This is an optimization exercise on Yosys and OpenROAD, whose aim is small area, not a production implementation.
At most, simulation tests tie the RTL to the original design; equivalence was not proved.
The clock input has no modelled driver; a real chip could not lean on it and would need a root buffer or a full tree.
No activity file was given, so power comes from the tool's default toggle rates.

rev 12:
==> flow/design.v <==
module vending_machine (
	clk,
	reset_n,
	i_input_coin,
	i_select_item,
	i_trigger_return,
	o_available_item,
	o_output_item,
	o_return_coin
);
	input clk;
	input reset_n;
	input [3-1:0] i_input_coin;
	input [4-1:0] i_select_item;
	input i_trigger_return;
	output [4-1:0] o_available_item;
	output [4-1:0] o_output_item;
	output [3-1:0] o_return_coin;
	localparam [3:0] S_T0  = 4'd12;
	localparam [3:0] S_T1  = 4'd6;
	localparam [3:0] S_T2  = 4'd11;
	localparam [3:0] S_T3  = 4'd5;
	localparam [3:0] S_T4  = 4'd10;
	localparam [3:0] S_T5  = 4'd13;
	localparam [3:0] S_T6  = 4'd14;
	localparam [3:0] S_T7  = 4'd15;
	localparam [3:0] S_T8  = 4'd7;
	localparam [3:0] S_T9  = 4'd3;
	localparam [3:0] S_T10 = 4'd1;
	localparam [3:0] S_O0  = 4'd0;
	localparam [3:0] S_O1  = 4'd2;
	localparam [3:0] S_O2  = 4'd9;
	localparam [3:0] S_O3  = 4'd8;
	localparam [3:0] S_RET = 4'd4;
	localparam HB = 21;
	localparam [2:0] RC0 = 3'd0;
	localparam [2:0] RC1 = 3'd1;
	localparam [2:0] RC2 = 3'd3;
	localparam [2:0] RC3 = 3'd2;
	localparam [2:0] RC4 = 3'd6;
	reg [HB-1:0] h;
	reg [1:0] m;
	reg [2:0] r;                                 
	reg [3:0] state;
	wire h_nz = |h;
	wire r4 = (r == RC4);
	wire r_nz = (r != RC0);
	wire ge5  = h_nz | (m != 2'd0);
	wire ge1  = ge5 | r_nz;
	wire ge4  = ge5 | r4;
	wire ge10 = h_nz | m[1];
	wire ge20 = h_nz;
	wire returning = (state == S_RET);
	reg op_p1, op_p5, op_p10, op_m1, op_m4, op_m5, op_m10, op_m20;
	reg [3:0] state_nxt;
	reg [3:0] s_dec;
	always @(*) begin
		case (state)
			S_T1: s_dec = S_T0;
			S_T2: s_dec = S_T1;
			S_T3: s_dec = S_T2;
			S_T4: s_dec = S_T3;
			S_T5: s_dec = S_T4;
			S_T6: s_dec = S_T5;
			S_T7: s_dec = S_T6;
			S_T8: s_dec = S_T7;
			S_T9: s_dec = S_T8;
			S_T10: s_dec = S_T9;
			default: s_dec = S_T9;
		endcase
	end
	always @(*) begin
		{op_p1, op_p5, op_p10, op_m1, op_m4, op_m5, op_m10, op_m20} = 8'b0;
		if (returning) begin
			if (ge10) op_m10 = 1'b1;
			else if (ge5) op_m5 = 1'b1;
			else if (ge1) op_m1 = 1'b1;
			state_nxt = ge1 ? S_RET : S_T10;
		end
		else if (i_trigger_return)
			state_nxt = S_RET;
		else if (i_input_coin[0]) begin
			op_p1 = 1'b1;
			state_nxt = S_T10;
		end
		else if (i_input_coin[1]) begin
			op_p5 = 1'b1;
			state_nxt = S_T10;
		end
		else if (i_input_coin[2]) begin
			op_p10 = 1'b1;
			state_nxt = S_T10;
		end
		else if (i_select_item[0]) begin
			op_m4 = ge4;
			state_nxt = ge4 ? S_O0 : S_T10;
		end
		else if (i_select_item[1]) begin
			op_m5 = ge5;
			state_nxt = ge5 ? S_O1 : S_T10;
		end
		else if (i_select_item[2]) begin
			op_m10 = ge10;
			state_nxt = ge10 ? S_O2 : S_T10;
		end
		else if (i_select_item[3]) begin
			op_m20 = ge20;
			state_nxt = ge20 ? S_O3 : S_T10;
		end
		else if (!ge1)
			state_nxt = S_T10;
		else if (state == S_T0)
			state_nxt = S_RET;
		else
			state_nxt = s_dec;
	end
	wire r_inc = op_p1 | op_m4;
	wire r_dec = op_m1;
	reg [2:0] r_nxt;
	always @(*) begin
		r_nxt = r;
		if (r_inc)
			case (r)
				RC0: r_nxt = RC1;
				RC1: r_nxt = RC2;
				RC2: r_nxt = RC3;
				RC3: r_nxt = RC4;
				default: r_nxt = RC0;
			endcase
		else if (r_dec)
			case (r)
				RC1: r_nxt = RC0;
				RC2: r_nxt = RC1;
				RC3: r_nxt = RC2;
				RC4: r_nxt = RC3;
				default: r_nxt = RC4;
			endcase
	end
	wire m_p1 = (op_p1 & r4) | op_p5;
	wire m_m1 = (op_m1 & ~r_nz) | (op_m4 & ~r4) | op_m5;
	wire [3:0] m_sum = {2'b00, m} + (op_p10 ? 4'd2 : m_p1 ? 4'd1 : m_m1 ? 4'b1111 : op_m10 ? 4'b1110 : 4'd0);
	wire up = m_sum[3:2] == 2'b01;
	wire dn = (m_sum[3] == 1'b1) | op_m20;
	wire fwd_in = ~(h[HB-1] ^ h[HB-3]);
	wire bwd_in = ~(h[0] ^ h[HB-2]);
	wire up2 = up & ge5;
	wire dn2 = dn & h_nz;
	localparam HL = HB / 2;
	wire [HB-1:0] h_up = {h[HB-2:0], fwd_in};
	wire [HB-1:0] h_dn = {bwd_in, h[HB-1:1]};
	wire [HB-1:0] h_nxt = {up2 ? h_up[HB-1:HL] : dn2 ? h_dn[HB-1:HL] : h[HB-1:HL],
	                       up ? h_up[HL-1:0] : dn ? h_dn[HL-1:0] : h[HL-1:0]};
	always @(posedge clk) begin
		if (!reset_n) begin
			h <= 0;
			m <= 0;
			r <= RC0;
			state <= S_T10;
		end
		else begin
			h <= h_nxt;
			m <= m_sum[1:0];
			r <= r_nxt;
			state <= state_nxt;
		end
	end
	assign o_available_item = {ge20, ge10, ge5, ge4};
	assign o_output_item = {state == S_O3, state == S_O2, state == S_O1, state == S_O0};
	assign o_return_coin = returning ? {ge10, ~ge10 & ge5, ~ge5 & ge1} : 3'b000;
endmodule
export LEC_CHECK = 0
export CAP_MARGIN = 20
export CORE_MARGIN = 2
export CORE_UTILIZATION = 40
export SLEW_MARGIN = 20
create_clock -name core_clock -period 7.0 [get_ports {clk}]
standard.sh (not shown) runs the stock make flow with config.mk's settings and CLKGATE_MAP_FILE= SYNTH_SCRIPT=/design/flow/synth_recipe.tcl, a recipe that flattens the netlist after the stock synthesis.
==> flow/flow/run.sh <==
#!/bin/bash
# Own layout flow: the standard ORFS flow (standard.sh) with these changes.
#  - Synthesis runs the standard flow's synthesis script unchanged, except that ABC maps
#    the logic with flow/area.abc (deep AIG optimisation, then area-oriented
#    mapping) and Yosys's full/half-adder extraction is off
#    (ADDER_MAP_FILE empty). Registers are mapped before ABC, as before.
#  - Every port gets a buffer, of the smallest buffer cell (buf_1).
#  - The clock tree is a single buf_12: CTS builds a tree of clkbuf_4
#    cells without dummy loads, and flow/post_cts.tcl (run at the end of the
#    CTS step) moves every flip-flop onto the root buffer, upsized.
set -euo pipefail
W=$PWD
cat "$W/flow/abc_override.tcl" "$W/synth_recipe.tcl" > "$W/own_synth.tcl"
export MY_ABC_SCRIPT="$W/flow/area.abc"
export BUFFER_PORTS_ARGS="-buffer_cell sky130_fd_sc_hd__buf_1"
export POST_CTS_TCL="$W/flow/post_cts.tcl"
export CTS_ARGS="-sink_clustering_enable -repair_clock_nets -dont_use_dummy_load -buf_list sky130_fd_sc_hd__clkbuf_4 -root_buf sky130_fd_sc_hd__clkbuf_4"
bash standard.sh SYNTH_SCRIPT="$W/own_synth.tcl" ADDER_MAP_FILE= finish > "$W/standard.log" 2>&1
Other scripts of this flow, unchanged in this note and not shown: flow/flow/abc_override.tcl, flow/flow/area.abc, flow/flow/post_cts.tcl
Input changes introduced in rev 13 (baseline for comparison: rev 12):
diff --git a/flow/design.v b/flow/design.v
--- a/flow/design.v
+++ b/flow/design.v
@@ -140,19 +140,13 @@
 	wire m_m1 = (op_m1 & ~r_nz) | (op_m4 & ~r4) | op_m5;
 	wire [3:0] m_sum = {2'b00, m} + (op_p10 ? 4'd2 : m_p1 ? 4'd1 : m_m1 ? 4'b1111 : op_m10 ? 4'b1110 : 4'd0);
 	wire up = m_sum[3:2] == 2'b01;
 	wire dn = (m_sum[3] == 1'b1) | op_m20;
 	wire fwd_in = ~(h[HB-1] ^ h[HB-3]);
 	wire bwd_in = ~(h[0] ^ h[HB-2]);
-	wire up2 = up & ge5;
-	wire dn2 = dn & h_nz;
-	localparam HL = HB / 2;
-	wire [HB-1:0] h_up = {h[HB-2:0], fwd_in};
-	wire [HB-1:0] h_dn = {bwd_in, h[HB-1:1]};
-	wire [HB-1:0] h_nxt = {up2 ? h_up[HB-1:HL] : dn2 ? h_dn[HB-1:HL] : h[HB-1:HL],
-	                       up ? h_up[HL-1:0] : dn ? h_dn[HL-1:0] : h[HL-1:0]};
+	wire [HB-1:0] h_nxt = up ? {h[HB-2:0], fwd_in} : dn ? {bwd_in, h[HB-1:1]} : h;
 	always @(posedge clk) begin
 		if (!reset_n) begin
 			h <= 0;
 			m <= 0;
 			r <= RC0;
 			state <= S_T10;
==> comparison <==
- The final layout from rev 13, which completed every stage, passed the timing, design-rule and antenna checks at the end of the flow.
- When the final numbers for rev 12 and rev 13 were put side by side, the clock power turned out to be greater in rev 12.
- Per the comparison of rev 13 with rev 12, final critical-path share of the clock period now sits higher, proportion of cell area spent on the clock network now sits at about the same level, routed wire length now sits higher, DRC marker count from the first detailed-route iteration now sits lower.
- Share of the final layout cell area in sequential cells, rev 12 and rev 13: larger value in rev 13
- Routed length on met1 was lower in rev 13 than in rev 12.
- sky130_fd_sc_hd__or4_1 as the master of the slowest instance on the critical path was reported by rev 13, and sky130_fd_sc_hd__nor2_2 by rev 12.
- Relative to rev 12, worst slew margin relative to its limit increased by 23 points in rev 13.
Only the layout flow was run in rev 12; the RTL was not checked for function there.

[static timing again, ports no longer ideal]
The results above use ideal ports. As a check the final layouts listed here were re-extracted and re-timed, cells and wires unchanged. Step 1: set_driving_cell puts a clkbuf_16 on clk and a buf_2 on each other input, an assumption about the parent block. Step 2 adds t to the input delays and takes it off the output delays; t is the mean of the earliest and latest rising clock arrival at the registers after step 1. Input paths then give back, and output paths get back, about the clock's delay inside the block. Slacks: ideal / step 1 / step 2; pairs: ideal / step 1.
run	t (ns)	setup WS [ns]	worst slew at a driven data input, ns
rev 12	0.170	2.667 / 2.677 / 2.507	0.03
rev 13	0.169	1.841 / 1.841 / 1.740	0.03
After both steps every run listed still meets setup and hold. The setup slack of rev 12, which loses most, moves by +0.010 ns with the drivers and by -0.160 ns with both steps.
